From an optimization exercise on the open Yosys and OpenROAD flow, aimed at small area; shortcuts taken in it are not production practice.
In this exercise RTL edits were held to simulation tests only and were not proved equivalent to the original.
Power and IR drop assume default switching activity.

Setup of build 50:
Design risc_cpu, start of the top module:
module risc_cpu (
    input         clk, reset,
    output [31:0] PC,
    input  [31:0] Instr,
    output        MemWrite,
    output [31:0] Mem_WrAddr, Mem_WrData,
    input  [31:0] ReadData
);
wire        is_load, is_store, is_branch, is_jump, reg_write;
wire        a_pc, a_rs1, b_rs2, sub, inv_a;
wire        s_slt, st_mid, st_hi;
wire [31:0] immm;
wire [2:0]  f3 = Instr[14:12];
controller c (Instr, is_load, is_store, is_branch, is_jump, reg_write,
              a_pc, a_rs1, b_rs2, sub, inv_a, immm,
              s_slt, st_mid, st_hi);
wire [31:0] a, rs2x, wdx_lo, wdx_hi;
wire        t;
reg_file rf (clk, reg_write, Instr[11:7], wdx_lo, wdx_hi,
             Instr[19:15], a_rs1, inv_a, PC, a_pc,
             Instr[24:20], sub, a, rs2x, t);
wire [31:0] bx, p, g, sum, shn, pc4, pcimm, pcn;
wire [4:0]  k0_lo, kl_lo, kr_lo, k0_hi, kl_hi, kr_hi;
wire        slt, taken;
wire        s_ld0, s_ld1, s_ld2, sx1, sx2;
wire        b_rs2_lo, s_sum_lo, s_xor_lo, s_and_lo, ns_sh_lo, s_j_lo;
wire        b_rs2_hi, s_sum_hi, s_xor_hi, s_and_hi, ns_sh_hi, s_j_hi;
wire        p_j_lo, p_t_lo, p_n_lo, p_j_hi, p_t_hi, p_n_hi;
wb_sel    wsl (Instr[6:2], f3, b_rs2_lo, s_sum_lo, s_xor_lo, s_and_lo, ns_sh_lo, s_j_lo);
wb_sel    wsh (Instr[6:2], f3, b_rs2_hi, s_sum_hi, s_xor_hi, s_and_hi, ns_sh_hi, s_j_hi);
alu_add   add (p, g, sub, sum);
sh_sel    ssl (bx[4:0], f3[2], k0_lo, kl_lo, kr_lo);
sh_sel    ssh (bx[4:0], f3[2], k0_hi, kl_hi, kr_hi);
alu_shift shf (a, k0_lo, kl_lo, kr_lo, k0_hi, kl_hi, kr_hi, shn);
alu_flags flg (sum, a[31], bx[31], is_branch, f3, slt, taken);
pc_sel    psl (is_jump, taken, p_j_lo, p_t_lo, p_n_lo);
pc_sel    psh (is_jump, taken, p_j_hi, p_t_hi, p_n_hi);
ld_sel    ls  (f3, is_load, ReadData[7], ReadData[15], s_ld0, s_ld1, s_ld2, sx1, sx2);
pc_inc    inc (PC, pc4);
wire [31:0] boff = {{20{Instr[31]}}, Instr[7], Instr[30:25], Instr[11:8], 1'b0};
pc_add    pad (PC, boff, pcimm);
dp_slices sl (a, rs2x, immm, sum, shn, pc4, pcimm, ReadData,
              b_rs2_lo, s_sum_lo, s_xor_lo, s_and_lo, ns_sh_lo, s_j_lo,
  ...
Size: about 4300 cells after synthesis, about 160 I/O pins, about 47000 µm² of cells after synthesis.
clock: 20.0 ns
lec_check: 0
cap_margin: 20
cell_pad_in_sites_detail_placement: 1
cell_pad_in_sites_global_placement: 1
core_area: 2.5 2.5 342.5 342.5
die_area: 0 0 345 345
gpl_timing_driven: 0
setup_slack_margin: 0.1
slew_margin: 20
synth_hierarchical: 1
standard.sh (not shown) runs the stock make flow with config.mk's settings and CLKGATE_MAP_FILE= SYNTH_SCRIPT=/design/flow/synth_recipe.tcl, a recipe that flattens the netlist after the stock synthesis.
==> flow/flow/run.sh <==
#!/bin/bash
# Own flow: the standard layout (standard.sh) with
#  - the synthesised cells taken down to drive strength 1 after the
#    floorplan (the later repair steps size up what timing, slew and
#    capacitance need),
#  - drive-strength-1 port buffers,
#  - a clock tree of clkbuf_8 with larger sink clusters and no dummy loads.
# Each step's full output goes to a log file of its own here.
set -euo pipefail
HERE=$(pwd)
KNOBS=(
  "POST_FLOORPLAN_TCL=$HERE/flow/downsize_hook.tcl"
  "BUFFER_PORTS_ARGS=-buffer_cell sky130_fd_sc_hd__buf_1"
  "CTS_ARGS=-sink_clustering_enable -repair_clock_nets -dont_use_dummy_load -buf_list sky130_fd_sc_hd__clkbuf_8 -sink_clustering_size 14 -sink_clustering_max_diameter 80"
)
bash standard.sh synth > synth.log 2>&1
bash standard.sh "${KNOBS[@]}" floorplan > floorplan.log 2>&1
bash standard.sh "${KNOBS[@]}" place > place.log 2>&1
bash standard.sh "${KNOBS[@]}" cts > cts.log 2>&1
bash standard.sh "${KNOBS[@]}" finish > finish.log 2>&1
==> flow/flow/downsize_hook.tcl <==
# POST_FLOORPLAN hook: swap every cell for the drive-strength-1 cell of its
# kind; the later repair steps size up what timing, slew and capacitance need.
set db [ord::get_db]
set n 0
foreach inst [[ord::get_db_block] getInsts] {
  set name [[$inst getMaster] getName]
  if {[regexp {^(sky130_fd_sc_hd__[a-z0-9]+)_([0-9]+)$} $name -> base drv] && $drv > 1} {
    set m [$db findMaster ${base}_1]
    if {$m != "NULL"} {
      $inst swapMaster $m
      incr n
    }
  }
}
puts "downsized $n cells"
Build 50 ended with every stage complete and zero timing, DRC or antenna violations.
[inputs] build 65 vs build 50
- a change of DIE_AREA from 0 0 345 345 to 0 0 370 370
- a change of CORE_AREA from 2.5 2.5 342.5 342.5 to 2.5 2.5 367.5 367.5
diff --git a/flow/flow/run.sh b/flow/flow/run.sh
--- a/flow/flow/run.sh
+++ b/flow/flow/run.sh
@@ -13,3 +13,3 @@
   "BUFFER_PORTS_ARGS=-buffer_cell sky130_fd_sc_hd__buf_1"
-  "CTS_ARGS=-sink_clustering_enable -repair_clock_nets -dont_use_dummy_load -buf_list sky130_fd_sc_hd__clkbuf_8 -sink_clustering_size 14 -sink_clustering_max_diameter 80"
+  "CTS_ARGS=-sink_clustering_enable -repair_clock_nets -dont_use_dummy_load -buf_list sky130_fd_sc_hd__clkbuf_8 -sink_clustering_size 12 -sink_clustering_max_diameter 80"
 )
## What came out
Final worst setup slack: build 65 vs build 50 up 0.37 ns. Global-route wire length before repair: build 65 vs build 50 up 1.1%. The lower tightest hold margin of build 65 and build 50 is in build 50. Looking at first-pass iteration count of the detailed router, build 65 sits 2 below build 50. Build 65 against build 50; filler cell count is up by more than 10%. Looking only at total of plain and repair buffers excluding clock buffers, and setting everything else aside, the higher value of build 65 and build 50 goes to build 50. Build 65 did not stop at any stage, and its layout met the timing, DRC and antenna checks. Relative to build 50, the starting density of the core of build 65 is lower by 5.6 points.
#### Input delta (build 20 over build 65)
diff --git a/flow/flow/run.sh b/flow/flow/run.sh
--- a/flow/flow/run.sh
+++ b/flow/flow/run.sh
@@ -6,2 +6,3 @@
 #  - drive-strength-1 port buffers,
+#  - only small buffers for placement's slew and capacitance repair,
 #  - a clock tree of clkbuf_8 with larger sink clusters and no dummy loads.
@@ -13,3 +14,4 @@
   "BUFFER_PORTS_ARGS=-buffer_cell sky130_fd_sc_hd__buf_1"
-  "CTS_ARGS=-sink_clustering_enable -repair_clock_nets -dont_use_dummy_load -buf_list sky130_fd_sc_hd__clkbuf_8 -sink_clustering_size 12 -sink_clustering_max_diameter 80"
+  "PRE_RESIZE_TCL=$HERE/flow/resize_hook.tcl"
+  "CTS_ARGS=-sink_clustering_enable -repair_clock_nets -dont_use_dummy_load -buf_list sky130_fd_sc_hd__clkbuf_8 -sink_clustering_size 14 -sink_clustering_max_diameter 80"
 )
==> flow/flow/resize_hook.tcl (new file) <==
# PRE_RESIZE hook: placement's slew and capacitance repair may use only
# small buffers (a chain of small buffers takes less area than the large
# buffers it otherwise picks); the drivers themselves may still be sized up.
set_dont_use [get_lib_cells {sky130_fd_sc_hd__buf_4 sky130_fd_sc_hd__buf_6 sky130_fd_sc_hd__buf_8 sky130_fd_sc_hd__buf_12 sky130_fd_sc_hd__buf_16 sky130_fd_sc_hd__bufbuf_8 sky130_fd_sc_hd__bufbuf_16 sky130_fd_sc_hd__clkbuf_4 sky130_fd_sc_hd__clkbuf_8 sky130_fd_sc_hd__clkbuf_16 sky130_fd_sc_hd__dlygate* sky130_fd_sc_hd__dlymetal* sky130_fd_sc_hd__clkdly*}]
Findings:
Comparing build 65 with build 20, the timing-limited maximum frequency came out essentially unchanged. The run showing the smaller worst slack at placement is build 20. Compared build 65 against build 20; combined area of the multi-input logic cells within noise. Build 20 -> build 65: wire length of the first global-routing pass flat. Total power in build 20 is 0.12 mW lower than in build 65.
Here is what was changed in the inputs of build 49 compared with build 20.
diff --git a/flow/flow/run.sh b/flow/flow/run.sh
--- a/flow/flow/run.sh
+++ b/flow/flow/run.sh
@@ -6,3 +6,3 @@
 #  - drive-strength-1 port buffers,
-#  - only small buffers for placement's slew and capacitance repair,
+#  - only small buffers for the repairs after placement and global routing,
 #  - a clock tree of clkbuf_8 with larger sink clusters and no dummy loads.
@@ -15,2 +15,3 @@
   "PRE_RESIZE_TCL=$HERE/flow/resize_hook.tcl"
+  "PRE_GLOBAL_ROUTE_TCL=$HERE/flow/resize_hook.tcl"
   "CTS_ARGS=-sink_clustering_enable -repair_clock_nets -dont_use_dummy_load -buf_list sky130_fd_sc_hd__clkbuf_8 -sink_clustering_size 14 -sink_clustering_max_diameter 80"
diff --git a/flow/flow/resize_hook.tcl b/flow/flow/resize_hook.tcl
--- a/flow/flow/resize_hook.tcl
+++ b/flow/flow/resize_hook.tcl
@@ -1,2 +1,2 @@
-# PRE_RESIZE hook: placement's slew and capacitance repair may use only
+# PRE_RESIZE and PRE_GLOBAL_ROUTE hook: the repairs may use only
 # small buffers (a chain of small buffers takes less area than the large
Notes after the runs:
Build 49 went all the way through the flow, and no timing, DRC or antenna check failed. Per the final summary, build 20 finished and its layout is clean on timing, DRC and antenna. Routed wire length: build 20 vs build 49 — no meaningful difference. Sequential fraction of total cell area: build 49 vs build 20, no meaningful difference. The final area was comparable across build 20 and build 49.

separate check: timing with driven ports:
The results above use ideal ports. As a check the final layouts listed here were re-extracted and re-timed, cells and wires unchanged.
Step 1 sets driving cells, clkbuf_16 on the clock port and buf_2 on the other inputs (assumed; they add their load-dependent delay and slew).
Step 2 moves the port delays by t, midway between the first and last clock arrival at a register: inputs arrive t later, outputs are due t later. That takes back most of the time a late clock gives input paths.
Slacks: ideal ports / drivers / drivers and shift; pairs: ideal ports / drivers.
run | t, ns | setup slack, ns | worst register clock-pin slew, ns | cell pins on the clock port's net
build 50 | 0.815 | 0.367 / 0.337 / 0.337 | 0.10 / 0.10 | 1
build 65 | 0.868 | 0.733 / 0.703 / 0.703 | 0.10 / 0.10 | 1
build 20 | 0.863 | 0.688 / 0.658 / 0.658 | 0.11 / 0.11 | 1
build 49 | 0.865 | 0.702 / 0.672 / 0.672 | 0.11 / 0.11 | 1
After both steps setup and hold are still met in every run listed.
